This is an optimization exercise on Yosys and OpenROAD, whose aim is small area, not a production implementation. The RTL was checked by simulation tests, not by an equivalence proof against the original design. The flow treats the clock pin as an ideal source, which a real chip does not have. Power figures rest on the tool's default switching activity, not on a simulated workload.

job 1194:
==> flow/design.v <==
module spi_drive#(
    parameter                           P_DATA_WIDTH        = 8                 ,
    parameter                           P_OP_LEN            = 32                ,
    parameter                           P_CPOL              = 0                 ,
    parameter                           P_CPHL              = 0                 ,
    parameter                           P_READ_DATA_WIDTH   = 8
)(
    input                               i_clk                               ,
    input                               i_rst                               ,
    output                              o_spi_clk                           ,
    output                              o_spi_cs                            ,
    output                              o_spi_mosi                          ,
    input                               i_spi_miso                          ,
    input   [P_OP_LEN- 1:0]             i_user_op_data                      ,
    input   [1:0]                       i_user_op_type                      ,
    input   [15:0]                      i_user_op_len                       ,
    input   [15:0]                      i_user_clk_len                      ,
    input                               i_user_op_valid                     ,
    output                              o_user_op_ready                     ,
    input   [P_DATA_WIDTH-1:0]          i_user_write_data                   ,
    output                              o_user_write_req                    ,
    output  [P_READ_DATA_WIDTH - 1:0]   o_user_read_data                    ,
    output                              o_user_read_valid
);
reg             r_idle;          
reg             r_sck;           
reg [15:0]      r_rem;           
reg [1:0]       r_grp;           
reg             r_dph;           
reg [31:0]      r_dat;
wire            w_wr    = i_user_op_type[1];
wire            w_rd    = i_user_op_type[0];
wire            w_hi_nz = |r_rem[15:3];
wire            w_run;
wire            w_lo0   = r_rem[2:0] == 3'd0;
wire            w_lo1   = r_rem[2:0] == 3'd1;
wire            w_lo2   = r_rem[2:0] == 3'd2;
wire            w_last  = w_lo1 & (r_grp == 2'd0);       
wire            w_req   = ~r_idle & w_wr & w_lo2 & w_hi_nz & (r_dph | (r_grp == 2'd0));
wire            w_wload = w_req & r_sck;
wire [16:0]     w_zero;
assign w_zero[0] = 1'b1;
genvar k;
generate
    for (k = 0; k < 16; k = k + 1) begin : gzero
        assign w_zero[k+1] = w_zero[k] & ~r_rem[k];
    end
endgenerate
assign w_run = ~w_zero[16];
always @(posedge i_clk or posedge i_rst)
begin
    if (i_rst) begin
        r_idle <= 1'b1;
        r_sck  <= 1'b0;
    end else begin
        r_idle <= r_idle ? ~i_user_op_valid : ~w_run;
        r_sck  <= ~r_idle & ~r_sck & w_run;
    end
end
always @(posedge i_clk)
begin
    if (r_idle) begin
        r_rem <= i_user_clk_len;
        r_grp <= i_user_op_len[4:3];
        r_dph <= 1'b0;
    end else begin
        r_rem <= r_rem ^ (w_zero[15:0] & {16{r_sck}});
        r_grp <= r_grp - {1'b0, r_sck & w_lo0};
        r_dph <= r_dph | (r_sck & w_last);
    end
end
always @(posedge i_clk)
begin
    if (r_idle)
        r_dat <= i_user_op_data;
    else begin
        if (w_wload) begin
            r_dat[7]    <= i_user_write_data[7];
            r_dat[14:9] <= i_user_write_data[6:1];
            if (r_grp[0])
                r_dat[0] <= i_user_write_data[0];
            else
                r_dat[8] <= i_user_write_data[0];
        end
        if (r_sck & (r_dph | w_last))
            r_dat[23:16] <= {r_dat[22:16], i_spi_miso};
    end
end
wire [31:0]     w_rot   = {r_dat[30:0], r_dat[31]};
wire [1:0]      w_sel   = {r_grp[1] & ~r_dph, r_grp[0] | (r_dph & ~w_lo1)};
wire            w_bit   = w_rot[{w_sel, r_rem[2:0]}];
assign o_spi_clk         = r_sck;
assign o_spi_cs          = r_idle;
assign o_user_op_ready   = r_idle;
assign o_spi_mosi        = r_dph ? (w_wr ? (w_bit & w_run) : r_dat[0]) : w_bit;
assign o_user_write_req  = w_req & ~r_sck;
assign o_user_read_data  = r_dat[23:16];
assign o_user_read_valid = ~r_idle & w_rd & r_dph & ~r_sck & w_lo1;
endmodule
Settings: LEC_CHECK=0, CAP_MARGIN=20, CORE_MARGIN=2, CORE_UTILIZATION=75, CTS_BUF_LIST=sky130_fd_sc_hd__clkbuf_8, SLEW_MARGIN=20; clock period 5.0 ns.
standard.sh (not shown) runs the stock make flow with config.mk's settings and CLKGATE_MAP_FILE= SYNTH_SCRIPT=/design/flow/synth_recipe.tcl, a recipe that flattens the netlist after the stock synthesis.
==> flow/flow/run.sh <==
#!/bin/bash
# Standard layout, except: abc maps for area (flow/synth_area.tcl) and maps the adders too
# (no ADDER_MAP_FILE); the ports get the
# smallest buffer instead of ORFS's default choice; CTS adds no dummy loads, and each clock
# buffer is then sized down as far as the clock pin slews allow (flow/post_cts.tcl).
set -euo pipefail
export BUFFER_PORTS_ARGS="-buffer_cell sky130_fd_sc_hd__buf_1"
export CTS_ARGS="-sink_clustering_enable -repair_clock_nets -dont_use_dummy_load -buf_list sky130_fd_sc_hd__clkbuf_8"
export POST_CTS_TCL="$PWD/flow/post_cts.tcl"
bash standard.sh SYNTH_SCRIPT="$PWD/flow/synth_area.tcl" ADDER_MAP_FILE= finish > standard.log 2>&1
==> flow/flow/post_cts.tcl <==
set clk_sizes {sky130_fd_sc_hd__clkbuf_2 sky130_fd_sc_hd__clkbuf_4 sky130_fd_sc_hd__clkbuf_8 sky130_fd_sc_hd__clkbuf_16}
set clk_slew_target 0.105

proc worst_clk_pin_slew {} {
  set w 0
  foreach pin [get_pins -hierarchical */CLK] {
    set s [get_property $pin slew_max]
    if {$s > $w} { set w $s }
  }
  return $w
}

set clk_bufs {}
foreach inst [[ord::get_db_block] getInsts] {
  if {[string match clkbuf_* [$inst getName]] && [string match sky130_fd_sc_hd__clkbuf_* [[$inst getMaster] getName]]} {
    lappend clk_bufs $inst
  }
}
# the root (clkbuf_0_*) first, then the leaves
set clk_bufs [lsort -command {apply {{a b} {string compare [$a getName] [$b getName]}}} $clk_bufs]
estimate_parasitics -placement
puts "post_cts: worst clock pin slew before [worst_clk_pin_slew]"
foreach inst $clk_bufs {
  set name [$inst getName]
  set orig [[$inst getMaster] getName]
  set chosen $orig
  foreach size $clk_sizes {
    if {$size eq $orig} { break }
    replace_cell [get_cells $name] $size
    estimate_parasitics -placement
    if {[worst_clk_pin_slew] < $clk_slew_target} { set chosen $size; break }
  }
  if {[[$inst getMaster] getName] ne $chosen} {
    replace_cell [get_cells $name] $chosen
  }
  puts "post_cts: $name $orig -> $chosen"
}
estimate_parasitics -placement
puts "post_cts: worst clock pin slew after [worst_clk_pin_slew]"
detailed_placement
check_placement -verbose
Other scripts of this flow, unchanged in this note and not shown: flow/flow/area.abc, flow/flow/synth_area.tcl
Changes in job 4026 relative to job 1194:
Settings: putting GPL_TIMING_DRIVEN at 0 where nothing was set.
diff --git a/flow/flow/post_cts.tcl b/flow/flow/post_cts.tcl
--- a/flow/flow/post_cts.tcl
+++ b/flow/flow/post_cts.tcl
@@ -1,4 +1,4 @@
-set clk_sizes {sky130_fd_sc_hd__clkbuf_2 sky130_fd_sc_hd__clkbuf_4 sky130_fd_sc_hd__clkbuf_8 sky130_fd_sc_hd__clkbuf_16}
-set clk_slew_target 0.105
+set clk_sizes {sky130_fd_sc_hd__clkbuf_1 sky130_fd_sc_hd__clkbuf_2 sky130_fd_sc_hd__clkbuf_4 sky130_fd_sc_hd__clkbuf_8 sky130_fd_sc_hd__clkbuf_16}
+set clk_slew_target 0.115
 
 proc worst_clk_pin_slew {} {
==> notes.md <==
Global router's overall resource usage ends up lower on job 1194. Job 1194 → job 4026: sequential share of layout area fell 0.75 points; arrival time at the worst endpoint rose 0.33 ns; fraction of layout instances using a drive strength above 1 rose 2.3 points; period utilization rose 6.6 points; starting density of the core about even. In the tables for job 1194 and job 4026, via count reads lower with job 1194. Job 4026 vs job 1194: proportion of power drawn by combinational gates up in job 4026. Routed wire length on met3 (job 1194 / job 4026): 0.807.
For job 6487, these inputs were changed with respect to job 4026:
Settings: GPL_TIMING_DRIVEN no longer set, was 0.
~same actual transition at the worst max-transition pin in job 4026 and job 6487. Count of TritonRoute iterations in the first routing pass (higher): job 4026. Relative to job 4026, share of final layout cell area taken by non-clock buffers has decreased by 1.9 points in job 6487. Changes observed in job 6487 relative to job 4026: multi-input gate share of total cell area increased by 0.63 points relative to the old numbers; post-layout instance area now smaller; wire length after detailed routing went down about 18%; proportion of layout cells with a drive suffix above 1 fell by 2.7 points. Job 6487 was carried through to the last stage, and its layout satisfied the timing, DRC and antenna checks. Job 4026: done, clean on timing, DRC and antenna. Job 6487 vs job 4026 on critical path depth: job 6487 is the lower one. Job 6487 vs job 4026: number of nets in the finished design down. Per the comparison of job 6487 with job 4026, relative contribution of combinational cells to total power -2.6 points, number of placed instances with taps included shows a reduction of 2.5%.
The following lists how job 8691 was set up differently from job 6487:
Settings: SLEW_MARGIN: 20 -> 0; CAP_MARGIN: 20 -> 0.
Reported for job 6487 and job 8691, initial antenna violation count turned out identical to the last digit. Diff job 6487..job 8691 | remaining antenna violation count after routing | unchanged. Per the comparison of job 8691 with job 6487, detailed route wirelength on metal2 saw little to no change, first-pass GRT wire length level, buffering stage count on the worst path with inverters included held steady, share of total power in the clock network held. As far as count of clock-buffer cells in the layout goes, job 8691 and job 6487 are indistinguishable; the numbers are identical. Diff job 8691..job 6487 | total power | unchanged. Max-cap check violation count delta (job 6487 -> job 8691): insignificant. On multi-input combinational cell area, job 6487 and job 8691 are neck and neck.

## onyx
// spi_drive: RTL as listed in full above, without the edits since
==> flow/config.mk <==
export PLATFORM = sky130hd
export DESIGN_NAME = spi_drive
export DESIGN_NICKNAME = spi_drive
export VERILOG_FILES = /design/flow/design.v
export SDC_FILE = /design/flow/constraint.sdc
export NUM_CORES = 4
export LEC_CHECK = 0
export CAP_MARGIN = 20
export CORE_MARGIN = 2
export CORE_UTILIZATION = 75
export CTS_BUF_LIST = sky130_fd_sc_hd__clkbuf_8
export SLEW_MARGIN = 20
==> flow/constraint.sdc <==
create_clock -name core_clock -period 5.0 [get_ports {i_clk}]
set_input_delay 1.0000 -clock core_clock [delete_from_list [all_inputs] [get_ports {i_clk}]]
set_output_delay 1.0000 -clock core_clock [all_outputs]
set_load 0.01 [all_outputs]
Scripts as last shown in full above: flow/flow/run.sh
Other scripts of this flow, unchanged in this note and not shown: flow/flow/area.abc, flow/flow/post_cts.tcl, flow/flow/synth_area.tcl
### onyx -> lagoon
- CORE_UTILIZATION now 85, was 75
Notes after the runs:
lagoon did not run to completion, as it errored out during global placement. The chip height in lagoon is 0.943 times that in onyx. onyx -> lagoon: unique cell type count in the Yosys netlist delta 0, exact match. Reported for onyx and lagoon, total I/O pin count turned out identical to the last digit. Comparing onyx against lagoon, there is no change at all in post-synthesis xor/xnor area fraction. Comparing onyx against lagoon, there is no change at all in cell area after technology mapping. lagoon — starting density of the core 9.2 points higher, onyx as reference. Diff lagoon..onyx | quantity of I/O buffers inserted on ports | unchanged. Comparing onyx and lagoon, standard-cell row count is higher on onyx. Cell count after synthesis: onyx vs lagoon, no meaningful difference.
What maple does differently from lagoon at the input level:
- a change of CORE_UTILIZATION from 85 to 80
--- outcome ---
- In summary, maple completed successfully, with a layout that passed the timing, DRC and antenna checks.
- maple -> lagoon: number of synthesized flops with an enable pin delta 0, exact match
- maple -> lagoon: mux contribution to synthesized area delta 0, exact match
- In the tables for lagoon and maple, chip height reads higher with maple.
- lagoon → maple: share of the synthesized area in compound gates (AO/OA/AOI/OAI) saw little to no change, row count increased by 1 relative to the old numbers, number of distinct library cell variants in the gate-level netlist after synthesis essentially unchanged, die span in x now larger, area fraction in and, or, nand and nor cells after synthesis did not really move.
- Delta (maple minus lagoon): post-synthesis cell area neither gained nor lost much; post-synthesis area per instance shows no meaningful change.
- Starting density of the core: maple < lagoon

Setup of rev 12:
Another version of the RTL of spi_drive (not shown whole).
Size: about 200 cells after synthesis, ~92 I/O pins, roughly 0.0025 sq mm of cells after synthesis.
Settings: LEC_CHECK=0, CAP_MARGIN=20, CORE_MARGIN=2, CORE_UTILIZATION=75, CTS_BUF_LIST=sky130_fd_sc_hd__clkbuf_8, SLEW_MARGIN=20; clock period 5.0 ns.
==> flow/flow/run.sh <==
#!/bin/bash
# Standard layout, except: abc maps for area (flow/synth_area.tcl), and the ports get the
# smallest buffer instead of ORFS's default choice.
set -euo pipefail
export BUFFER_PORTS_ARGS="-buffer_cell sky130_fd_sc_hd__buf_1"
bash standard.sh SYNTH_SCRIPT="$PWD/flow/synth_area.tcl" finish > standard.log 2>&1
==> flow/flow/area.abc <==
&get -n
&st
&syn2
&synch2
&nf -a -R 1000
&put
==> flow/flow/synth_area.tcl <==
# The standard synthesis (synth_recipe.tcl), with abc mapping for area instead of speed:
# abc gets flow/area.abc as its script. Registers are mapped before abc, so they are unchanged.
set ::area_abc [file normalize [file join [file dirname [file normalize [info script]]] area.abc]]
proc ::swap_abc {n1 n2 op} {
  set i [lsearch -exact $::abc_args -script]
  if {$i >= 0} {
    set ::abc_args [lreplace $::abc_args [expr {$i + 1}] [expr {$i + 1}] $::area_abc]
  }
}
trace add variable ::abc_args write ::swap_abc
source [file join [file dirname [file dirname [file normalize [info script]]]] synth_recipe.tcl]
Here is what was changed in the inputs of rev 13 compared with rev 12.
Settings: CTS_BUF_LIST removed (was sky130_fd_sc_hd__clkbuf_8).
==> flow/run.sh (new file) <==
#!/bin/bash
# synth_recipe.tcl (not shown) runs the flow's synth.tcl, then flattens the netlist and writes it again
# the make line also repeats each setting of config.mk as NAME=value (left out here)
make -C /OpenROAD-flow-scripts/flow DESIGN_CONFIG=/design/flow/config.mk WORK_HOME=/design/flow/orfs CLKGATE_MAP_FILE= SYNTH_SCRIPT=/design/flow/synth_recipe.tcl finish
removed: flow/flow/run.sh
removed: flow/flow/area.abc
removed: flow/flow/synth_area.tcl
removed: flow/standard.sh
## What came out
Number of input and output port buffers inserted: rev 12 vs rev 13 identical
Rev 13 | ERROR | global placement (3_3_place_gp)
Rev 13 vs. rev 12: number of cells produced by synthesis now sits higher, count of cell types in the netlist now sits higher.
Row average instance area after synthesis: rev 13 lower / rev 12 higher
The lower share of the synthesized netlist area taken by xor and xnor gates came out of rev 12.
Sort rev 12 and rev 13 by net count after synthesis, ascending, and rev 12 comes first.
Row count (rev 13 over rev 12): increase, 5.0%
Share of synthesized area occupied by flip-flops and latches delta for rev 13 relative to rev 12: 3.3 points lower
Compared rev 13 vs rev 12, and mux share of post-synthesis cell area is down in rev 13.
Rev 13: effective utilization at floorplan is 1.6 points lower than what rev 12 reported.

Starting RTL as in the previous note.
export LEC_CHECK = 0
export CAP_MARGIN = 20
export CORE_MARGIN = 2
export CORE_UTILIZATION = 75
export CTS_BUF_LIST = sky130_fd_sc_hd__clkbuf_8
export SLEW_MARGIN = 20
create_clock -name core_clock -period 5.0 [get_ports {i_clk}]
==> flow/flow/run.sh <==
#!/bin/bash
# Standard layout, with the smallest buffer on the ports instead of ORFS's default choice.
set -euo pipefail
export BUFFER_PORTS_ARGS="-buffer_cell sky130_fd_sc_hd__buf_1"
bash standard.sh finish > standard.log 2>&1
The baseline ran to the end with no violations.
Change:
==> flow/run.sh (new file) <==
#!/bin/bash
# synth_recipe.tcl (not shown) runs the flow's synth.tcl, then flattens the netlist and writes it again
# the make line also repeats each setting of config.mk as NAME=value (left out here)
make -C /OpenROAD-flow-scripts/flow DESIGN_CONFIG=/design/flow/config.mk WORK_HOME=/design/flow/orfs CLKGATE_MAP_FILE= SYNTH_SCRIPT=/design/flow/synth_recipe.tcl finish
CORE_UTILIZATION = 55   (was 75)
CTS_BUF_LIST = not set   (was sky130_fd_sc_hd__clkbuf_8)
removed: flow/flow/run.sh
removed: flow/standard.sh
Outcome: Global-route usage came out lower by 9.5 points. Sequential cell count is unchanged. First-iteration DRC count came out higher by 2.8%. Core utilization came out lower by 13 points. Cell count came out higher by 2.6%. Non-clock buffer count came out higher by 1. Via count came out lower by 5.2%. Sequential share of layout area came out lower by 7.1 points. Power came out higher by 6.9%. Setup slack got worse by 0.025 ns. Hold slack improved by 0.062 ns.

-- afterwards: timing with drivers on the ports --
In the flow no input, the clock included, has a driving cell. The finished layouts below were timed again as built, in two steps.
Step 1 assumes that a clkbuf_16 drives the clock port and a buf_2 every other input.
Step 2 adds t to the input delays and takes it off the output delays; t is the mean of the earliest and latest rising clock arrival at the registers after step 1. Input paths then give back, and output paths get back, about the clock's delay inside the block.
Three values: ideal, step 1, step 2; two values: the first two.
run	t, ns	setup slack, ns	worst setup path at the end	clock arrival spread, ns
job 1194	0.399	1.216 / 1.195 / 1.594	register to output	0.014 / 0.015
job 4026	0.516	0.888 / 0.865 / 1.381	register to output	0.035 / 0.036
job 6487	0.559	1.022 / 1.000 / 1.559	register to output	0.012 / 0.012
job 8691	0.559	1.022 / 1.000 / 1.559	register to output	0.012 / 0.012
onyx	0.561	1.064 / 1.042 / 1.604	register to output	0.032 / 0.031
maple	0.574	0.849 / 0.830 / 1.403	register to output	0.039 / 0.039
rev 12	0.334	1.346 / 1.318 / 1.652	register to output	0.008 / 0.008
the first run of note 4	0.328	1.357 / 1.332 / 1.659	register to output	0.005 / 0.005
the second run of note 4	0.329	1.332 / 1.303 / 1.384	input to output	0.004 / 0.004
After both steps every run listed still meets setup and hold.
